Background: an optimization exercise with open tools, aiming at small area. Do not read the settings as production practice.
Function was checked by simulation only, so behaviour that the tests miss may differ from the original.
No driver is modelled on the clock port, so clock power and skew are understated where the tree is cut down; a real chip needs a root buffer or a tree.
Power is estimated from default activity; no workload was simulated.

## delta
Design uartwb_top, start of the top module:
module uartwb_top (
  input  wire        clk_i,
  input  wire        nrst_i,
  input  wire        uart_rx,
  output wire        uart_tx,
  output wire [31:0] m_wb_addr_o,
  output wire [31:0] m_wb_data_o,
  input  wire [31:0] m_wb_data_i,
  output wire        m_wb_we_o,
  output wire        m_wb_cyc_o,
  output wire        m_wb_stb_o,
  input  wire        m_wb_ack_i
  );
  reg  [5:0] tmr;
  reg        ph;
  wire       half = tmr[0] & tmr[1] & tmr[4] & tmr[5];
  wire       full = half & ph;
  always @(posedge clk_i)
    if (!nrst_i | half)
      tmr <= 6'd0;
    else
      tmr <= {tmr[4:0], ~(tmr[0] ^ tmr[5])};
  always @(posedge clk_i)
    if (!nrst_i)
      ph <= 1'b0;
    else
      ph <= ph ^ half;
  reg  [4:0] rc;
  reg  [3:0] bc;
  reg        bad;      
  reg [39:0] xs;       
  reg [31:0] ws;       
  reg  [3:0] txc;      
  reg  [2:0] bs;       
  reg        txbit;    
  wire rc_end = rc[4] & rc[0];                   
  wire samp   = half & ~rc[0] & (rc[4:1] != 4'd0);
  wire ok     = ~bad;
  wire we     = (xs[7:0] == 8'h01);
  wire done   = half & rc_end & (bc == 4'd12);
  wire cyc    = (bc == 4'd13);
  ...
Size: ~100 I/O pins, ~4100 um^2 of cells after synthesis.
clock: 10.0 ns
lec_check: 0
cap_margin: 20
core_margin: 2
core_utilization: 55
slew_margin: 20
standard.sh (not shown) runs the stock make flow with config.mk's settings and CLKGATE_MAP_FILE= SYNTH_SCRIPT=/design/flow/synth_recipe.tcl, a recipe that flattens the netlist after the stock synthesis.
==> flow/flow/run.sh <==
#!/bin/bash
set -e
rm -rf orfs_scripts
cp -r "$FLOW_HOME/scripts" orfs_scripts
cp flow/abc.script orfs_scripts/abc_speed.script
export SCRIPTS_DIR="$PWD/orfs_scripts"
export BUFFER_PORTS_ARGS="-buffer_cell sky130_fd_sc_hd__buf_1"
export PRE_CTS_TCL="$PWD/flow/clock_tree.tcl"
export MY_CLK_NBUF=4
export MY_CLK_CELL=sky130_fd_sc_hd__buf_12
export MY_CLK_ROOT=
bash standard.sh > standard.log 2>&1
Other scripts of this flow, unchanged in this note and not shown: flow/flow/abc.script, flow/flow/clock_tree.tcl
Input changes introduced in gamma (baseline for comparison: delta):
- swapping 55 for 70 in CORE_UTILIZATION
[summary]
All of delta and gamma finish clean.
On final critical-path share of the clock period, delta and gamma are neck and neck.
Diff delta..gamma | total setup violations reported at the end of the flow | unchanged
Taking delta as the reference point, the switching power total of gamma falls by 4.8%.
ws[9]$_DFFE_PP_ as the critical path endpoint was reported by gamma, and ws[6]$_DFFE_PP_ by delta.
Weighted congestion reported at the end of routability-driven placement (gamma / delta): 1.08
| worst setup slack | delta vs gamma | ≈ equal |
Sort delta and gamma by design area, descending, and delta comes first.
gamma: via count higher than delta
In every run of this note, the design's own scripts or RTL, not TritonCTS, make the clock network.


run 1:
uartwb_top again, from the RTL that the note above started with.
clock: 10.0 ns
lec_check: 0
cap_margin: 0
core_margin: 2
core_utilization: 40
slew_margin: 0
Scripts as last shown in full above: flow/flow/run.sh
Other scripts of this flow, unchanged in this note and not shown: flow/flow/abc.script, flow/flow/clock_tree.tcl
Run 1 ended with every stage complete and zero timing, DRC or antenna violations.
For run 2, these inputs were changed with respect to run 1:
# run 1
export LEC_CHECK = 0
export CAP_MARGIN = 0
export CORE_MARGIN = 2
export CORE_UTILIZATION = 40
export SLEW_MARGIN = 0
create_clock -name core_clock -period 10.0 [get_ports {clk_i}]
# run 2
export LEC_CHECK = 0
export CAP_MARGIN = 20
export CORE_MARGIN = 2
export CORE_UTILIZATION = 40
export GPL_TIMING_DRIVEN = 0
export SLEW_MARGIN = 20
create_clock -name core_clock -period 10.0 [get_ports {clk_i}]
Results
- Diff run 1 -> run 2: cell area went up by 270 um^2; clock power has increased; maximum clock frequency climbed 6.7 MHz.
The inputs of run 3 differ from those of run 2 as listed below.
# run 2
export LEC_CHECK = 0
export CAP_MARGIN = 20
export CORE_MARGIN = 2
export CORE_UTILIZATION = 40
export GPL_TIMING_DRIVEN = 0
export SLEW_MARGIN = 20
create_clock -name core_clock -period 10.0 [get_ports {clk_i}]
# run 3
export LEC_CHECK = 0
export CAP_MARGIN = 20
export CORE_MARGIN = 2
export CORE_UTILIZATION = 40
export SLEW_MARGIN = 20
create_clock -name core_clock -period 10.0 [get_ports {clk_i}]
[summary]
- Run 3: all stages complete, timing, DRC and antenna checks passed
- Going from run 2 to run 3, global-route wire length before repair went up, area of all placed cells without fillers went down, final critical delay including setup and external delays went down.
- Relative to run 2, worst endpoint required time has increased by 120 ps in run 3.
- Run 3 vs. run 2: clock-pin transition on the worst setup and hold timing paths has remained practically unchanged, detailed-router iteration count before antenna repair now sits higher, area growth from synthesis to layout lower.
- The post-synthesis simple-gate area fraction was comparable across run 3 and run 2.
- Of run 3 and run 2, the higher power consumed by the clock network belongs to run 2.
- Part of the cycle the worst path needs | run 3 below run 2
In every run of this note, the design's own scripts or RTL, not TritonCTS, make the clock network.

## port drivers added, routing unchanged
The flow's constraints put no driver on any port. The routed layouts listed below were extracted and timed again, unchanged, in two steps.
Step 1 (the two cells are an assumption about what drives the block):
set clk [get_ports {clk_i}]
set_driving_cell -lib_cell sky130_fd_sc_hd__clkbuf_16 $clk
set_driving_cell -lib_cell sky130_fd_sc_hd__buf_2 [delete_from_list [all_inputs] $clk]
Step 2 adds t to the input delays and takes it off the output delays; t is the mean of the earliest and latest rising clock arrival at the registers after step 1. Input paths then give back, and output paths get back, about the clock's delay inside the block.
Three values: ideal ports, drivers, drivers and shift; two values: the first two.
run | t, ns | setup WS [ns] | hold slack, ns | worst setup path at the end | latest minus earliest clock arrival (ns)
delta | 0.210 | 6.593 / 6.610 / 6.446 | 0.428 / 0.428 / 0.428 | input to register | 0.014 / 0.014
gamma | 0.207 | 6.594 / 6.574 / 6.448 | 0.437 / 0.437 / 0.437 | input to register | 0.009 / 0.008
run 1 | 0.212 | 6.400 / 6.399 / 6.399 | 0.434 / 0.434 / 0.434 | register to register | 0.011 / 0.012
run 2 | 0.213 | 6.484 / 6.484 / 6.375 | 0.437 / 0.437 / 0.437 | input to register | 0.016 / 0.016
run 3 | 0.212 | 6.545 / 6.507 / 6.395 | 0.445 / 0.445 / 0.445 | input to register | 0.011 / 0.012
After both steps every run listed still meets setup and hold. For run 3, which loses most, drivers alone change the setup slack by -0.038 ns; drivers and shift together by -0.150 ns.
